This is an optimization exercise on Yosys and OpenROAD, whose aim is small area, not a production implementation. Only simulation tests tie the RTL to the original design; equivalence was not proved. Power figures rest on the tool's default switching activity, not on a simulated workload.

## run A
// ir_gun
module ir_gun(PCLK,ir_send,
                    PENABLE,
					PSEL,
					PRESETN,
					PWRITE,
					PREADY,
					PSLVERR,
					PADDR,
					PWDATA,
					PRDATA);
Settings: LEC_CHECK=0, CAP_MARGIN=20, CORE_MARGIN=2, CORE_UTILIZATION=70, CTS_BUF_LIST=sky130_fd_sc_hd__clkbuf_2 sky130_fd_sc_hd__clkbuf_4 sky130_fd_sc_hd__clkbuf_8, PLACE_DENSITY=0.8, SLEW_MARGIN=20; clock period 10.0 ns.
standard.sh (not shown) runs the stock make flow with config.mk's settings and CLKGATE_MAP_FILE= SYNTH_SCRIPT=/design/flow/synth_recipe.tcl, a recipe that flattens the netlist after the stock synthesis.
==> flow/flow/run.sh <==
#!/bin/bash
# Own layout flow: the standard synthesis, then an area-oriented re-mapping of the
# combinational logic (registers untouched), then the standard layout steps with
# small port buffers and small clock buffers.
set -euo pipefail
W=$(pwd)
R=$W/orfs/results/$FLOW_PLATFORM/ir_gun/base
LIB=$FLOW_HOME/platforms/$FLOW_PLATFORM/lib/sky130_fd_sc_hd__tt_025C_1v80.lib
YOSYS=$FLOW_HOME/../tools/install/yosys/bin/yosys
[[ -x $YOSYS ]] || YOSYS=yosys

# 1. standard synthesis (unchanged)
bash standard.sh synth > $W/flow_synth.log 2>&1
cp $R/1_2_yosys.v $W/std_synth.v

# 2. re-map the combinational logic for area; flip-flop instances are kept as they are
sed -e "s|@LIB@|$LIB|g" -e "s|@IN@|$W/std_synth.v|g" -e "s|@OUT@|$W/reopt.v|g" \
    -e "s|@SCR@|$W/flow/abc_area.scr|g" flow/reopt.ys > $W/reopt.ys
(cd $W && $YOSYS -s $W/reopt.ys > $W/reopt_yosys.log 2>&1)
cp $W/reopt.v $R/1_2_yosys.v
rm -f $R/1_synth.odb $R/1_synth.sdc

# 3. standard layout steps
bash standard.sh \
  "BUFFER_PORTS_ARGS=-buffer_cell sky130_fd_sc_hd__buf_1" \
  "CTS_ARGS=-sink_clustering_enable -repair_clock_nets -dont_use_dummy_load -sink_clustering_size 30 -sink_clustering_max_diameter 100 -buf_list {sky130_fd_sc_hd__clkbuf_4 sky130_fd_sc_hd__clkbuf_8}" \
  finish > $W/flow_layout.log 2>&1
==> flow/flow/abc_area.scr <==
strash
&get -n
&deepsyn -T 60
&put
dch -f
amap
topo
Other scripts of this flow, unchanged in this note and not shown: flow/flow/reopt.ys
Run A: full flow OK, the timing, design-rule and antenna checks passed
What run B does differently from run A at the input level:
-- flow/flow/run.sh --
<<< run A, line 24
bash standard.sh \
  "BUFFER_PORTS_ARGS=-buffer_cell sky130_fd_sc_hd__buf_1" \
  "CTS_ARGS=-sink_clustering_enable -repair_clock_nets -dont_use_dummy_load -sink_clustering_size 30 -sink_clustering_max_diameter 100 -buf_list {sky130_fd_sc_hd__clkbuf_4 sky130_fd_sc_hd__clkbuf_8}" \
  finish > $W/flow_layout.log 2>&1
>>> run B, line 24
bash standard.sh \
  "BUFFER_PORTS_ARGS=-buffer_cell sky130_fd_sc_hd__buf_1" \
  finish > $W/flow_layout.log 2>&1
Notes after the runs:
- NOTE post-route met1 wirelength run A->run B increased by a few percent
- Final cycle utilization of the critical path: run B higher than run A
- Sort run B and run A by wire length on met2, descending, and run B comes first.
- Per the comparison of run B with run A, combinational cell fraction of total power shrank by 0.4 points, clock power grew by about 40%, slew of the pin with the lowest slew margin shrank by 0.012 ns.
Changes in run C relative to run B:
==> flow/flow/run.sh <==
#!/bin/bash
# Own layout flow: the standard synthesis, then an area-oriented re-mapping of the
# combinational logic (flip-flops kept as they are: same instances, names and cells), then
# the standard layout steps with the smallest port buffers and no CTS dummy loads.
set -euo pipefail
W=$(pwd)
R=$W/orfs/results/$FLOW_PLATFORM/ir_gun/base
LIB=$FLOW_HOME/platforms/$FLOW_PLATFORM/lib/sky130_fd_sc_hd__tt_025C_1v80.lib
YOSYS=$FLOW_HOME/../tools/install/yosys/bin/yosys
[[ -x $YOSYS ]] || YOSYS=yosys

# 1. standard synthesis (unchanged)
bash standard.sh synth > $W/flow_synth.log 2>&1
cp $R/1_2_yosys.v $W/std_synth.v

# 2. re-map the combinational logic for area with a few ABC scripts in parallel; keep the smallest
best=""; bestarea=""
for k in 1 2 3 4; do
  mkdir -p $W/reopt$k
  sed -e "s|@LIB@|$LIB|g" -e "s|@IN@|$W/std_synth.v|g" -e "s|@OUT@|$W/reopt$k/reopt.v|g" \
      -e "s|@SCR@|$W/flow/abc$k.scr|g" flow/reopt.ys > $W/reopt$k/reopt.ys
  (cd $W/reopt$k && $YOSYS -s $W/reopt$k/reopt.ys > $W/reopt$k/yosys.log 2>&1 || true) &
done
wait
for k in 1 2 3 4; do
  f=$W/reopt$k/reopt_stat_out.txt
  [[ -s $W/reopt$k/reopt.v && -f $f ]] || continue
  a=$(grep -i "chip area for top module" $f | awk '{print $NF}')
  echo "abc$k area $a" >> $W/reopt_choice.log
  if [[ -z $bestarea ]] || awk "BEGIN{exit !($a < $bestarea)}"; then best=$k; bestarea=$a; fi
done
echo "chosen abc$best area $bestarea" >> $W/reopt_choice.log
cp $W/reopt$best/reopt.v $R/1_2_yosys.v
rm -f $R/1_synth.odb $R/1_synth.sdc

# 3. standard layout steps
bash standard.sh \
  "BUFFER_PORTS_ARGS=-buffer_cell sky130_fd_sc_hd__buf_1" \
  "CTS_ARGS=-sink_clustering_enable -repair_clock_nets -dont_use_dummy_load -buf_list {sky130_fd_sc_hd__clkbuf_4 sky130_fd_sc_hd__clkbuf_8}" \
  finish > $W/flow_layout.log 2>&1
==> flow/flow/abc1.scr (new file) <==
strash
&get -n
&deepsyn -T 60
&put
&get -n
&dch -f
&nf -R 1000 -a
&put
topo
==> flow/flow/abc2.scr (new file) <==
strash
&get -n
&deepsyn -T 60 -S 5
&put
&get -n
&dch -f
&nf -R 1000 -a
&put
topo
==> flow/flow/abc3.scr (new file) <==
strash
&get -n
&deepsyn -T 60 -S 7
&put
&get -n
&dch -f
&nf -R 1000 -a
&put
topo
==> flow/flow/abc4.scr (new file) <==
strash
&get -n
&deepsyn -T 60
&put
dch -f
amap
topo
removed: flow/flow/abc_area.scr
==> comparison <==
In summary, run B completed successfully, with a layout that passed the timing, design-rule and antenna checks. Run C reached the final stage; the timing, design-rule and antenna checks on its layout passed. Overall via count from detail_route in run C is 248 lower than in run B. In the tables for run B and run C, cell area reads higher with run B. Between run B and run C, the power density relative to cell area is lower for run C. Routed wire length on met3: run C higher than run B. Run C consumes less power than run B does. Per the comparison of run C with run B, number of inverters outside the clock class in the layout moved down; die width down 1.4%; routed wire length has decreased. Compared run C vs run B, and proportion of cell area occupied by multi-input gates is up in run C. Number of cells traversed by the worst register-to-register path sits lower in run C than in run B.

port drivers added, routing unchanged:
How much do the figures lean on ideal ports? The routed layouts below were timed once more, with nothing changed but the port constraints.
Step 1 (the two cells are an assumption about what drives the block):
set clk [get_ports {PCLK}]
set_driving_cell -lib_cell sky130_fd_sc_hd__clkbuf_16 $clk
set_driving_cell -lib_cell sky130_fd_sc_hd__buf_2 [delete_from_list [all_inputs] $clk]
Step 2, shift: input delay + t, output delay - t, t = (earliest + latest rising clock arrival at the registers) / 2. This alone moves slack from input paths to output paths.
a / b / c = ideal / step 1 / step 2; a / b = the first two.
run | t (ns) | setup WS [ns] | hold slack, ns | clock arrival spread, ns
run A | 0.378 | 5.835 / 5.835 / 5.835 | 0.459 / 0.459 / 0.459 | 0.025 / 0.025
run B | 0.381 | 5.732 / 5.732 / 5.732 | 0.462 / 0.462 / 0.462 | 0.013 / 0.012
run C | 0.374 | 6.160 / 6.160 / 6.160 | 0.474 / 0.474 / 0.474 | 0.021 / 0.021
After both steps setup and hold are still met in every run listed.
